Source: an optimization exercise on an open RTL-to-GDS flow (aim: small area and a short achievable clock period). Production flows keep margins and buffers that such runs may drop.
RTL that was checked went through simulation tests only; none was proved equivalent to the original.
Function not checked in runs 2 and 3: the RTL went through the layout flow alone.
Power figures rest on the tool's default switching activity, not on a simulated workload.

==> flow/design.v (outline; a module is shown in full before it is edited, if it fits) <==
// module Top_Module: 1319 lines
// module fa: 4 lines
// module ha: 4 lines
// module pgc: 4 lines
// module gc: 3 lines
module Top_Module(
    input clk,
    input wire [31:0] Num1,
    input wire [31:0] Num2,
    output reg [31:0] out
);
  // ...
==> flow/flow/run.sh <==
#!/bin/bash
# Standard layout (the standard.sh) with two changes to how it is made:
# port buffers use buf_2 instead of the default delay-cell choice, and timing
# repair aims for a setup slack of 7.85 ns instead of 0. The clock period and
# all constraints are unchanged. Full tool output goes to standard.log.
bash standard.sh SETUP_SLACK_MARGIN=7.85 "BUFFER_PORTS_ARGS=-buffer_cell sky130_fd_sc_hd__buf_2" finish > standard.log 2>&1
==> flow/standard.sh <==
#!/bin/bash
# synth_recipe.tcl (not shown) runs the flow's synth.tcl, then flattens the netlist and writes it again
# the make line also repeats each setting of config.mk as NAME=value (left out here)
make -C /OpenROAD-flow-scripts/flow DESIGN_CONFIG=/design/flow/config.mk WORK_HOME=/design/flow/orfs CLKGATE_MAP_FILE= SYNTH_SCRIPT=/design/flow/synth_recipe.tcl "${@:-finish}"
==> flow/config.mk <==
export PLATFORM = sky130hd
export DESIGN_NAME = Top_Module
export DESIGN_NICKNAME = Top_Module
export VERILOG_FILES = /design/flow/design.v
export SDC_FILE = /design/flow/constraint.sdc
export NUM_CORES = 4
export LEC_CHECK = 0
export CAP_MARGIN = 20
export CORE_MARGIN = 2
export CORE_UTILIZATION = 55
export CTS_CLUSTER_DIAMETER = 120
export CTS_CLUSTER_SIZE = 30
export SLEW_MARGIN = 20
export SYNTH_HIERARCHICAL = 1
export SYNTH_MINIMUM_KEEP_SIZE = 0
==> flow/constraint.sdc <==
create_clock -name core_clock -period 11.0 [get_ports {clk}]
set_input_delay 2.2000 -clock core_clock [delete_from_list [all_inputs] [get_ports {clk}]]
set_output_delay 2.2000 -clock core_clock [all_outputs]
set_load 0.01 [all_outputs]
==> notes.md, run 1 <==
grt ovf 0; sequential share of power a little over a fifth; status complete, no violations; simple-gate share of the synthesized area just under 7%; CTS tree done; P_clk 551 uW; setup slack, reg-to-reg 7800 ps; placed inst area 21700 sq um; Worst Setup Start Kind register; dpl cells 2461; via count 15300; combinational power 5530 uW; H-tree levels 1; Die Ht slightly below 200 microns; fraction of area in multi-input gates 64.2%; clk_skew 17.7 ps; # fillers ~3100; WP buf/inv 1; Most flops, register out; final instance area 23300 sq um; syn avg cell area 10.7 sq um; leading cell type in the layout, fill and taps excluded xnor2_1; fmax ~0.31 GHz; Logic pwr share 71.5%; Reg2Reg Depth 13; CTS Buf Count 13; nonclk buf count between 150 and 200; Cell Pwr Density 331 nW/um^2; Syn Inst Count just under 2000; Clock Path Buffers 3
==> run 2, diff against run 1 <==
--- a/flow/design.v
+++ b/flow/design.v
@@ -2,43 +2,45 @@
     input clk,
     input wire [31:0] Num1,
     input wire [31:0] Num2,
     output reg [31:0] out
 );
     wire [24:0] be = {1'b1, Num2[22:0], 1'b0};
     reg [11:0] bo, bt, bn;         
     reg [22:0] ma;
-    reg [7:0]  ea1, eb1;
-    reg        fa1, fb1, s1;
+    reg [9:0]  x1;
+    reg        s1, n1;
+    wire [7:0] ea = Num1[30:23];
+    wire [7:0] eb = Num2[30:23];
+    wire zero1 = (ea == 8'h00);
+    wire zero2 = (eb == 8'h00);
+    wire max1  = (ea == 8'hFF);
+    wire max2  = (eb == 8'hFF);
+    wire fz1   = (Num1[22:0] == 23'd0);
+    wire fz2   = (Num2[22:0] == 23'd0);
+    wire inf1  = max1 & fz1;
+    wire inf2  = max2 & fz2;
+    wire is_nan = (max1 & ~fz1) | (max2 & ~fz2) | (inf1 & zero2) | (inf2 & zero1);
+    wire is_inf = inf1 | inf2;
+    wire is_zero = zero1 | zero2;
+    wire [9:0] esum = {2'b00, ea} + {2'b00, eb} - 10'd127;
+    wire [9:0] e1 = (is_nan | is_inf) ? 10'd383 : is_zero ? 10'h380 : esum;
     integer k;
     always @(posedge clk) begin
         for (k = 0; k < 12; k = k + 1) begin
             bo[k] <= be[2*k+1] ^ be[2*k];
             bt[k] <= (be[2*k+2] & ~be[2*k+1] & ~be[2*k]) | (~be[2*k+2] & be[2*k+1] & be[2*k]);
             bn[k] <= be[2*k+2];
         end
-        ma  <= Num1[22:0];
-        ea1 <= Num1[30:23];
-        eb1 <= Num2[30:23];
-        fa1 <= (Num1[22:0] == 23'd0);
-        fb1 <= (Num2[22:0] == 23'd0);
-        s1  <= Num1[31] ^ Num2[31];
+        ma <= Num1[22:0];
+        x1 <= e1;
+        s1 <= (Num1[31] ^ Num2[31]) & ~is_nan;
+        n1 <= is_nan;
     end
-    wire zero1 = (ea1 == 8'h00);
-    wire zero2 = (eb1 == 8'h00);
-    wire max1  = (ea1 == 8'hFF);
-    wire max2  = (eb1 == 8'hFF);
-    wire inf1  = max1 & fa1;
-    wire inf2  = max2 & fb1;
-    wire is_nan = (max1 & ~fa1) | (max2 & ~fb1) | (inf1 & zero2) | (inf2 & zero1);
-    wire is_inf = inf1 | inf2;
-    wire is_zero = zero1 | zero2;
-    wire [9:0] esum = {2'b00, ea1} + {2'b00, eb1} - 10'd127;
-    wire [9:0] e2 = (is_nan | is_inf) ? 10'd383 : is_zero ? 10'h380 : esum;
     wire pp_0_0 = bn[0] ^ ((bo[0] & ma[0]));
     wire pp_0_1 = bn[0] ^ ((bo[0] & ma[1]) | (bt[0] & ma[0]));
     wire pp_0_2 = bn[0] ^ ((bo[0] & ma[2]) | (bt[0] & ma[1]));
     wire pp_0_3 = bn[0] ^ ((bo[0] & ma[3]) | (bt[0] & ma[2]));
     wire pp_0_4 = bn[0] ^ ((bo[0] & ma[4]) | (bt[0] & ma[3]));
     wire pp_0_5 = bn[0] ^ ((bo[0] & ma[5]) | (bt[0] & ma[4]));
     wire pp_0_6 = bn[0] ^ ((bo[0] & ma[6]) | (bt[0] & ma[5]));
     wire pp_0_7 = bn[0] ^ ((bo[0] & ma[7]) | (bt[0] & ma[6]));
@@ -840,16 +842,19 @@
     ha u_h3 (.a(f239_c), .b(f241_s), .s(h3_s), .co(h3_c));
     wire f242_s = ~(ma[22] ^ pp_11_24);
     wire f242_c = ma[22] | pp_11_24;
     wire f243_s, f243_c;
     fa u_f243 (.a(f242_s), .b(f241_c), .c(h3_c), .s(f243_s), .co(f243_c));
     wire f244_s = ~(sn_11 ^ f242_c);
     wire f244_c = sn_11 | f242_c;
     wire [8:0] lsum = {1'b0, h2_s, f6_s, f3_s, f1_s, h0_s, f0_s, pp_0_1, bn[0]} + {1'b0, f6_c, 1'b0, 1'b0, h1_s, f0_c, 1'b0, 1'b0, pp_0_0};
+    wire [7:0] lx = {h2_s, f6_s, f3_s, f1_s, h0_s, f0_s, pp_0_1, bn[0]};
+    wire [7:0] ly = {f6_c, 1'b0, 1'b0, h1_s, f0_c, 1'b0, 1'b0, pp_0_0};
+    wire lsz = (lx[0] ^ ly[0]) | (|((lx[7:1] ^ ly[7:1]) ^ (lx[6:0] | ly[6:0])));
     reg q8_0, q8_1, q8_2, q9_0, q9_1, q10_0, q10_1, q11_0, q11_1, q12_0, q12_1, q13_0, q13_1, q14_0, q14_1, q15_0, q15_1, q16_0, q16_1, q17_0, q17_1, q18_0, q18_1, q19_0, q19_1, q19_2, q19_3, q20_0, q20_1, q20_2, q21_0, q21_1, q21_2, q22_0, q22_1, q22_2, q23_0, q23_1, q23_2, q24_0, q24_1, q24_2, q24_3, q25_0, q25_1, q25_2, q26_0, q26_1, q26_2, q27_0, q27_1, q27_2, q27_3, q28_0, q28_1, q28_2, q29_0, q29_1, q29_2, q29_3, q30_0, q30_1, q30_2, q31_0, q31_1, q31_2, q31_3, q32_0, q32_1, q32_2, q33_0, q33_1, q34_0, q34_1, q35_0, q35_1, q35_2, q36_0, q36_1, q37_0, q37_1, q37_2, q38_0, q38_1, q39_0, q39_1, q39_2, q40_0, q40_1, q41_0, q42_0, q42_1, q42_2, q43_0, q44_0, q44_1, q44_2, q45_0, q45_1, q46_0, q47_0, q47_1;
     reg        s2, n2;
     reg [9:0]  x2;
     reg        lc2, ls2;
     always @(posedge clk) begin
         q8_0 <= f10_s;
         q8_1 <= f11_s;
         q8_2 <= f9_s;
@@ -948,20 +953,20 @@
         q44_1 <= f240_s;
         q44_2 <= f238_c;
         q45_0 <= h3_s;
         q45_1 <= f240_c;
         q46_0 <= f243_s;
         q47_0 <= f244_s;
         q47_1 <= f243_c;
         lc2 <= lsum[8];
-        ls2 <= |lsum[7:0];
-        s2 <= s1 & ~is_nan;
-        n2 <= is_nan;
-        x2 <= e2;
+        ls2 <= lsz;
+        s2 <= s1;
+        n2 <= n1;
+        x2 <= x1;
     end
     wire mf245_s, mf245_c;
     fa u_mf245 (.a(q8_0), .b(q8_1), .c(q8_2), .s(mf245_s), .co(mf245_c));
     wire mh4_s, mh4_c;
     ha u_mh4 (.a(q9_0), .b(q9_1), .s(mh4_s), .co(mh4_c));
     wire mf246_s, mf246_c;
     fa u_mf246 (.a(q10_0), .b(q10_1), .c(mh4_c), .s(mf246_s), .co(mf246_c));
     wire mh5_s, mh5_c;
==> notes.md, run 2 <==
hpwl dp 37400 microns (was 36600 microns); Clock Path Buffers 3 (unchanged); critical path class in -> reg (was reg -> reg); top cells by count, synth xnor2_1 (284), fa_1 (267), a22oi_1 (265) (was xnor2_1 (286), dfxtp_1 (268), fa_1 (267)); num rows 70 (was 71); vias in the first global route 16300 (was 15700); endpoint type of the worst setup path register (unchanged); Max Slew Vio Count 0 (unchanged); Worst slew margin 39.1% (was 59.8%); H-tree levels 1 (unchanged); drt drc 0 (unchanged); synthesized flop and latch total 261 (was 268); Port Buffers 96 (unchanged); most frequent cells in the layout xnor2_1 (282), a22oi_1 (261), fa_1 (257) (was xnor2_1 (283), a22oi_1 (260), fa_1 (256)); Net Sw Frac 44.2% (was 43.3%); clock share of power 6.5% (was 7.1%); core box area 36700 sq um (was 37400 sq um); Final Net Count 2436 (was 2413); Cell Pwr Density 336 nW/um^2 (was 331 nW/um^2); leading area contributor after synthesis fa_1 (was dfxtp_1); count leader, synth xnor2_1 (unchanged); setup slack, reg-to-reg 7730 ps (was 7800 ps); worst IR drop on VDD 0.000269 V (was 0.000222 V); Initial Util 56.0% (was 55.5%); Ys Warns 7 (unchanged); clock slew at reported path FFs 110 ps (was 100 ps); RSZ-0062 raised after global routing yes (unchanged); fraction of registers with async set/reset 0% (unchanged); final WL 60100 microns (was 58200 microns); Die X-Extent 197 microns (was 198 microns); ANT nets after route 0 (unchanged); status complete, no violations (unchanged); Detailed Routing Iterations Pass 1 8 (was 6); leading cell type in the layout, fill and taps excluded xnor2_1 (unchanged); Synth Area in Adders 31.5% (was 30.9%); critical path arrival 3820 ps (was 3580 ps); slew at the pin closest to its max-slew limit 906 ps (was 603 ps); clk_skew 33.9 ps (was 17.7 ps); Synth Area in XOR/XNOR 14.9% (was 14.7%); Synth Area in Compound Gates 16.4% (was 16.5%); Distinct cells, synth 54 (was 62); Lkg Pwr 0.00975 uW (was 0.00960 uW); final hold violations 0 (unchanged); HP Class reg -> reg (unchanged); WL/cell 24.2 microns (was 23.2 microns); Logic pwr share 73.2% (was 71.5%); first-pass GRT wire length 92900 microns (was 89700 microns); largest family of logic cells by synthesized area adder cells (unchanged); CP Data Required Time 11410 ps (was 11390 ps); Pint 4450 uW (was 4380 uW); pin count of the biggest net entering global routing 31 (unchanged); crit path time final 3410 ps (was 3200 ps); post-synthesis mux area share 0.981% (was 1.28%); syn avg cell area 10.7 sq um (about the same); Final setup violation count 0 (unchanged); Root Driver clkbuf_16 (unchanged); max-cap violation count 0 (unchanged); via count 15500 (was 15300); max reg flops 32 (unchanged); hold buffer count at CTS 0 (unchanged); part of the cycle the worst path needs 31.0% (was 29.1%); grt ovf 0 (unchanged); RePlAce Congestion 0.821 (was 0.881); Worst Setup Start Kind input port (was register); final setup TNS 0 ps (unchanged); worst skew pair latency 520 ps (was 510 ps); post-synth top area share 26.0% (was 25.8%); simple-gate share of the synthesized area 6.56% (was 6.72%); synthesized cell area 20500 sq um (was 20800 sq um); Syn Inst Count 1924 (was 1941); sequential share of power 20.3% (was 21.3%); crit path max fanout 3 (was 13); clock sinks 261 (was 268); CTS Buf Count 12 (was 13); Most flops, register out (unchanged); DR iter-0 viols 1577 (was 1341); IO Count 97 (unchanged); Die Area 38900 sq um (was 39300 sq um); top flop regs out (32), p3 (26), ma (23) (unchanged); Layout area overhead 15.4% (was 12.3%); dominant cells by area after synthesis fa_1 (26%), dfxtp_1 (25%), xnor2_1 (12%) (was dfxtp_1 (26%), fa_1 (26%), xnor2_1 (12%)); ys flop type dfxtp_1 (unchanged); Switching Power 3530 uW (was 3350 uW); CTS tree done (unchanged); vias per inst 6.23 (was 6.11); Total GRT Usage 31.2% (was 29.7%); initial antenna violation count 0 (was 2); Die Ht 197 microns (was 198 microns); Power, Total 7980 uW (was 7720 uW); Post-synth EDFFs 0 (unchanged); fmax 0.293 GHz (was 0.313 GHz); share of layout cells above drive strength 1 18.7% (was 15.5%); register area share after synthesis 25.4% (was 25.8%)
==> run 2: power by group through the flow <==
stage	logic (uW)	clock network (uW)	registers [uW]
after floorplan	3610	0	1590
after global placement	4900	0	1620
after detailed placement	4980	0	1620
after CTS	5710	535	1610
after global routing	6500	565	1660
final	5840	515	1620
==> run 2: worst paths after layout <==
kind	start	endpoint	depth (start not counted)
min reg2reg	n2$_DFF_P_	n3$_DFF_P_	0
max	Num2[25]	x1[8]$_SDFF_PP1_	9
min	n2$_DFF_P_	n3$_DFF_P_	0
max reg2reg	p3[25]$_DFF_P_	out[3]$_SDFF_PP0_	14
==> run 2: routing by layer <==
layer	track usage, %	vias up	part of all wire (%)
met2	48.5	839	45
met3	7.91	127	11
li1	-	6740	-
met5	1.15	-	0.097
met1	43.9	7783	42
met4	7.27	2	2.3
==> run 2: timing repair <==
action / in CTS / in global routing
pin swaps: 53 / 34
setup buffers: 38 / 16
resized for setup: 166 / 103
cloned: 10 / 1
endpoints found under the setup margin: 145 / 89
==> run 2: metrics by stage <==
| stage | util [%] | hold slack (ps) | std cells | instance area (sq um) | worst slack [ps] |
|---|---|---|---|---|---|
| final | 64.6 | 334 | 2485 | 23700 | 7590 |
| after global routing | 64.6 | 343 | 2484 | 23700 | 7520 |
| after CTS | 63.1 | 339 | 2467 | 23200 | 7590 |
| after detailed placement | 58.8 | 312 | 2403 | 21600 | 6740 |
| after global placement | 58.8 | 311 | 2403 | 21600 | 6980 |
| after floorplan | - | 310 | 1942 | 20800 | 7210 |
==> run 2: logic make-up after synthesis <==
| logic type | after synthesis |
|---|---|
| mux | 19 |
| other cells | 2 |
| xor+xnor | 350 |
| flops | 261 |
| fa+ha+maj | 357 |
| compound gates | 475 |
| buf+inv | 224 |
| simple gates | 236 |
==> run 2: final cells by class <==
class,count,area (sq um)
Multi-Input combinational cell,1460,15200
Fill cell,2940,13000
Sequential cell,261,5320
Timing Repair Buffer,207,1990
Tap cell,468,586
Clock buffer,14,318
Inverter,72,273
Clock inverter,2,25.0
Antenna cell,1,2.50
==> run 2: worst max-delay path: stages <==
cell,delay (ps)
buf_8,100
ha_4,270
ha_4,180
a21o_1,180
a21oi_2,170
o21ai_2,80
a31oi_1,160
xnor2_1,80
or4_1,380
==> run 2: per-module statistics from Yosys, one instance, submodules excluded <==
module	cell area [sq um]	cells	copies in the design	flip-flops and latches
Top_Module	13900	1484	1	261
fa	20.0	1	266	0
pgc	13.8	2	58	0
ha	12.5	1	20	0
gc	7.51	1	38	0
==> run 3, diff against run 2 <==
--- a/flow/config.mk
+++ b/flow/config.mk
@@ -8,8 +8,8 @@
 export CAP_MARGIN = 20
 export CORE_MARGIN = 2
 export CORE_UTILIZATION = 55
-export CTS_CLUSTER_DIAMETER = 120
-export CTS_CLUSTER_SIZE = 30
+export CTS_CLUSTER_DIAMETER = 100
+export CTS_CLUSTER_SIZE = 20
 export SLEW_MARGIN = 20
 export SYNTH_HIERARCHICAL = 1
 export SYNTH_MINIMUM_KEEP_SIZE = 0
==> notes.md, run 3 <==
endpoint type of the worst setup path register (unchanged); Top cell by count, worst path ha_4 (unchanged); final setup TNS 0 ps (unchanged); Worst setup startpoint Num2[25] (unchanged); ys flop type dfxtp_1 (unchanged); part of the cycle the worst path needs 31.3% (was 31.0%); status complete, no violations (unchanged); max-cap violation count 0 (unchanged); final setup margin 7560 ps (was 7590 ps); Post-synth EDFFs 0 (unchanged); worst path cell trace buf_8 -> ha_4 -> ha_4 -> a21o_1 -> a21oi_2 -> o21ai_2 -> a31oi_1 -> xnor2_1 -> or4_1 (unchanged); IO Count 97 (unchanged); final hold violations 0 (unchanged); count leader, synth xnor2_1 (unchanged); grt ovf 0 (unchanged); crit path max fanout 3 (unchanged); Ys Warns 7 (unchanged); critical path's slowest cell or4_1 (unchanged); Root Driver clkbuf_16 (unchanged); Post-Route Utilization 65.0% (was 64.6%); most frequent cells in the layout xnor2_1 (280), a22oi_1 (258), fa_1 (256) (was xnor2_1 (282), a22oi_1 (261), fa_1 (257)); post-synth top area share 26.0% (unchanged); Clock Path Buffers 3 (unchanged); worst skew pair latency 520 ps (about the same); vias per inst 6.25 (was 6.23); Initial Util 56.0% (unchanged); Antenna Cells 0 (was 1); Worst slew margin 44.5% (was 39.1%); hpwl dp 37400 microns (unchanged); Max Slew Vio Count 0 (unchanged); Detailed Routing Iterations Pass 1 6 (was 8); Die Ht 197 microns (unchanged); drt drc 0 (unchanged); Place WS 6740 ps (unchanged); via count 15500 (about the same); first-pass GRT wire length 92700 microns (was 92900 microns); Syn Inst Count 1924 (unchanged); RSZ-0062 raised after global routing yes (unchanged); CTS Buf Count 17 (was 12); RePlAce Congestion 0.821 (unchanged); Distinct cells, synth 54 (unchanged); synthesized cell area 20500 sq um (unchanged); HP Class reg -> reg (unchanged); worst r2r src p3[25]$_DFF_P_ (unchanged); clock sinks 261 (unchanged); Final setup violation count 0 (unchanged); Total GRT Usage 31.2% (about the same); Die X-Extent 197 microns (unchanged); Most flops, register out (unchanged); Reg2Reg Depth 14 (unchanged); worst IR drop on VDD 0.000268 V (was 0.000269 V); CP Data Required Time 11390 ps (was 11410 ps); CP peak stage delay 390 ps (was 380 ps); clock slew at reported path FFs 80 ps (was 110 ps); syn avg cell area 10.7 sq um (unchanged); crit path time final 3440 ps (was 3410 ps); clk_skew 22.8 ps (was 33.9 ps); setup slack, reg-to-reg 7760 ps (was 7730 ps); leading area contributor after synthesis fa_1 (unchanged); critical path arrival 3840 ps (was 3820 ps); crit path to x1[8]$_SDFF_PP1_ (unchanged); vias in the first global route 16200 (was 16300); Cell Pwr Density 337 nW/um^2 (was 336 nW/um^2); DR iter-0 viols 1543 (was 1577); dominant cells by area after synthesis fa_1 (26%), dfxtp_1 (25%), xnor2_1 (12%) (unchanged); max reg flops 32 (unchanged); num rows 70 (unchanged); H-tree levels 1 (unchanged); share of layout cells above drive strength 1 18.8% (was 18.7%); critical path class in -> reg (unchanged); Worst Setup Start Kind input port (unchanged); fraction of registers with async set/reset 0% (unchanged); WL/cell 24.4 microns (was 24.2 microns); final WL 60600 microns (was 60100 microns); Layout area overhead 16.1% (was 15.4%); register area share after synthesis 25.4% (unchanged); core box area 36700 sq um (unchanged); top flop regs out (32), p3 (26), ma (23) (unchanged); initial antenna violation count 0 (unchanged); Final Net Count 2436 (unchanged); FF-to-FF End out[2]$_SDFF_PP0_ (was out[3]$_SDFF_PP0_); ANT nets after route 0 (unchanged); fmax 0.290 GHz (was 0.293 GHz); CTS tree done (unchanged); slew at the pin closest to its max-slew limit 826 ps (was 906 ps); synthesized flop and latch total 261 (unchanged); leading cell type in the layout, fill and taps excluded xnor2_1 (unchanged); Port Buffers 96 (unchanged); top cells by count, synth xnor2_1 (284), fa_1 (267), a22oi_1 (265) (unchanged); Die Area 38900 sq um (unchanged); Lkg Pwr 0.00982 uW (was 0.00975 uW); pin count of the biggest net entering global routing 29 (was 31)
-- run 3: cell counts after synthesis --
Identical to the previous run, type by type.
-- run 3: worst max-delay path, delay by kind of cell --
kind	cells	cell delay (ps)
simple gates	1	390
xor+xnor	1	80
buf+inv	1	100
compound gates	4	600
fa+ha+maj	2	450
-- run 3: per-layer routing --
metal  routed length, microns  track usage, %  vias to the layer above
met3                     6480            8.33                      131
met2                    27100            48.5                      880
met5                       61               0                        -
met4                     1240            6.32                        2
li1                         -               -                     6745
met1                    25600            43.9                     7777
-- run 3: how the worst min path moves through the flow --
stage                                to        startpoint  cells past startpoint
after floorplan              n2$_DFF_P_        n1$_DFF_P_                      0
after global placement       s3$_DFF_P_        s2$_DFF_P_                      0
after detailed placement  x2[2]$_DFF_P_  x1[2]$_SDFF_PP1_                      0
after CTS                 x2[2]$_DFF_P_  x1[2]$_SDFF_PP1_                      0
after global routing      x2[5]$_DFF_P_  x1[5]$_SDFF_PP1_                      0
final                     x2[2]$_DFF_P_  x1[2]$_SDFF_PP1_                      0
-- run 3: final cells by class --
type                            instances  area [sq um]
Clock buffer                           18           439
Multi-Input combinational cell       1460         15200
Tap cell                              468           586
Sequential cell                       261          5320
Clock inverter                          3          32.5
Timing Repair Buffer                  202          2010
Fill cell                            2937         12800
Inverter                               72           273
-- run 3: cell families after synthesis --
logic type	share of synthesized area, %
muxes	0.980
and+or+nand+nor	6.56
adders and majority gates	31.5
xor gates and xnor gates	14.9
buffers and inverters	4.15
AOI/OAI and AO/OA	16.4
other	0.0366
DFF	25.4
-- run 3: per-stage QoR --
step | instance area (sq um) | total power [uW] | instances | hold WS, ps
4_1_cts | 23200 | 7810 | 2465 | 320
6_report | 23900 | 8050 | 2484 | 318
5_1_grt | 23900 | 8810 | 2484 | 333
2_1_floorplan | 20800 | 5200 | 1942 | 310
3_5_place_dp | 21600 | 6610 | 2403 | 312
3_3_place_gp | 21600 | 6520 | 2403 | 311
-- run 3: power by group --
group,internal [uW],switching [uW]
Clock,289,326
Sequential,1390,229
Combinational,2840,2980
-- run 3: Yosys stat by module, one instance, submodules excluded --
module      flops+latches  cells  area [sq um]
fa                      0      1          20.0
ha                      0      1          12.5
Top_Module            261   1484         13900
pgc                     0      2          13.8
gc                      0      1          7.51
-- run 3: what timing repair did --
| item | in CTS | in global routing |
|---|---|---|
| resized for setup | 151 | 127 |
| pin swaps | 38 | 40 |
| setup buffers | 30 | 17 |
| setup endpoints to repair | 141 | 97 |
| hold buffers | 0 | 0 |
| cloned | 11 | 2 |
| endpoints found under the hold margin | 0 | 0 |

[port drivers added, routing unchanged]
The flow's constraints put no driver on any port. The routed layouts listed below were extracted and timed again, unchanged, in two steps.
Step 1 assumes that a clkbuf_16 drives the clock port and a buf_2 every other input.
Step 2 moves the port delays by t, midway between the first and last clock arrival at a register: inputs arrive t later, outputs are due t later. That takes back most of the time a late clock gives input paths.
a / b / c = no drivers / after step 1 / after step 2; a / b = the first two.
run | shift t [ns] | slack for setup (ns) | worst data-port slew with drivers (ns) | pins driven straight from the clock port
run 1 | 0.559 | 7.802 / 7.789 / 7.437 | 0.04 | 1
run 2 | 0.561 | 7.590 / 7.603 / 7.042 | 0.05 | 1
run 3 | 0.566 | 7.555 / 7.569 / 7.003 | 0.05 | 1
After both steps setup and hold are still met in every run listed. For run 3, which loses most, drivers alone change the setup slack by +0.014 ns; drivers and shift together by -0.552 ns.
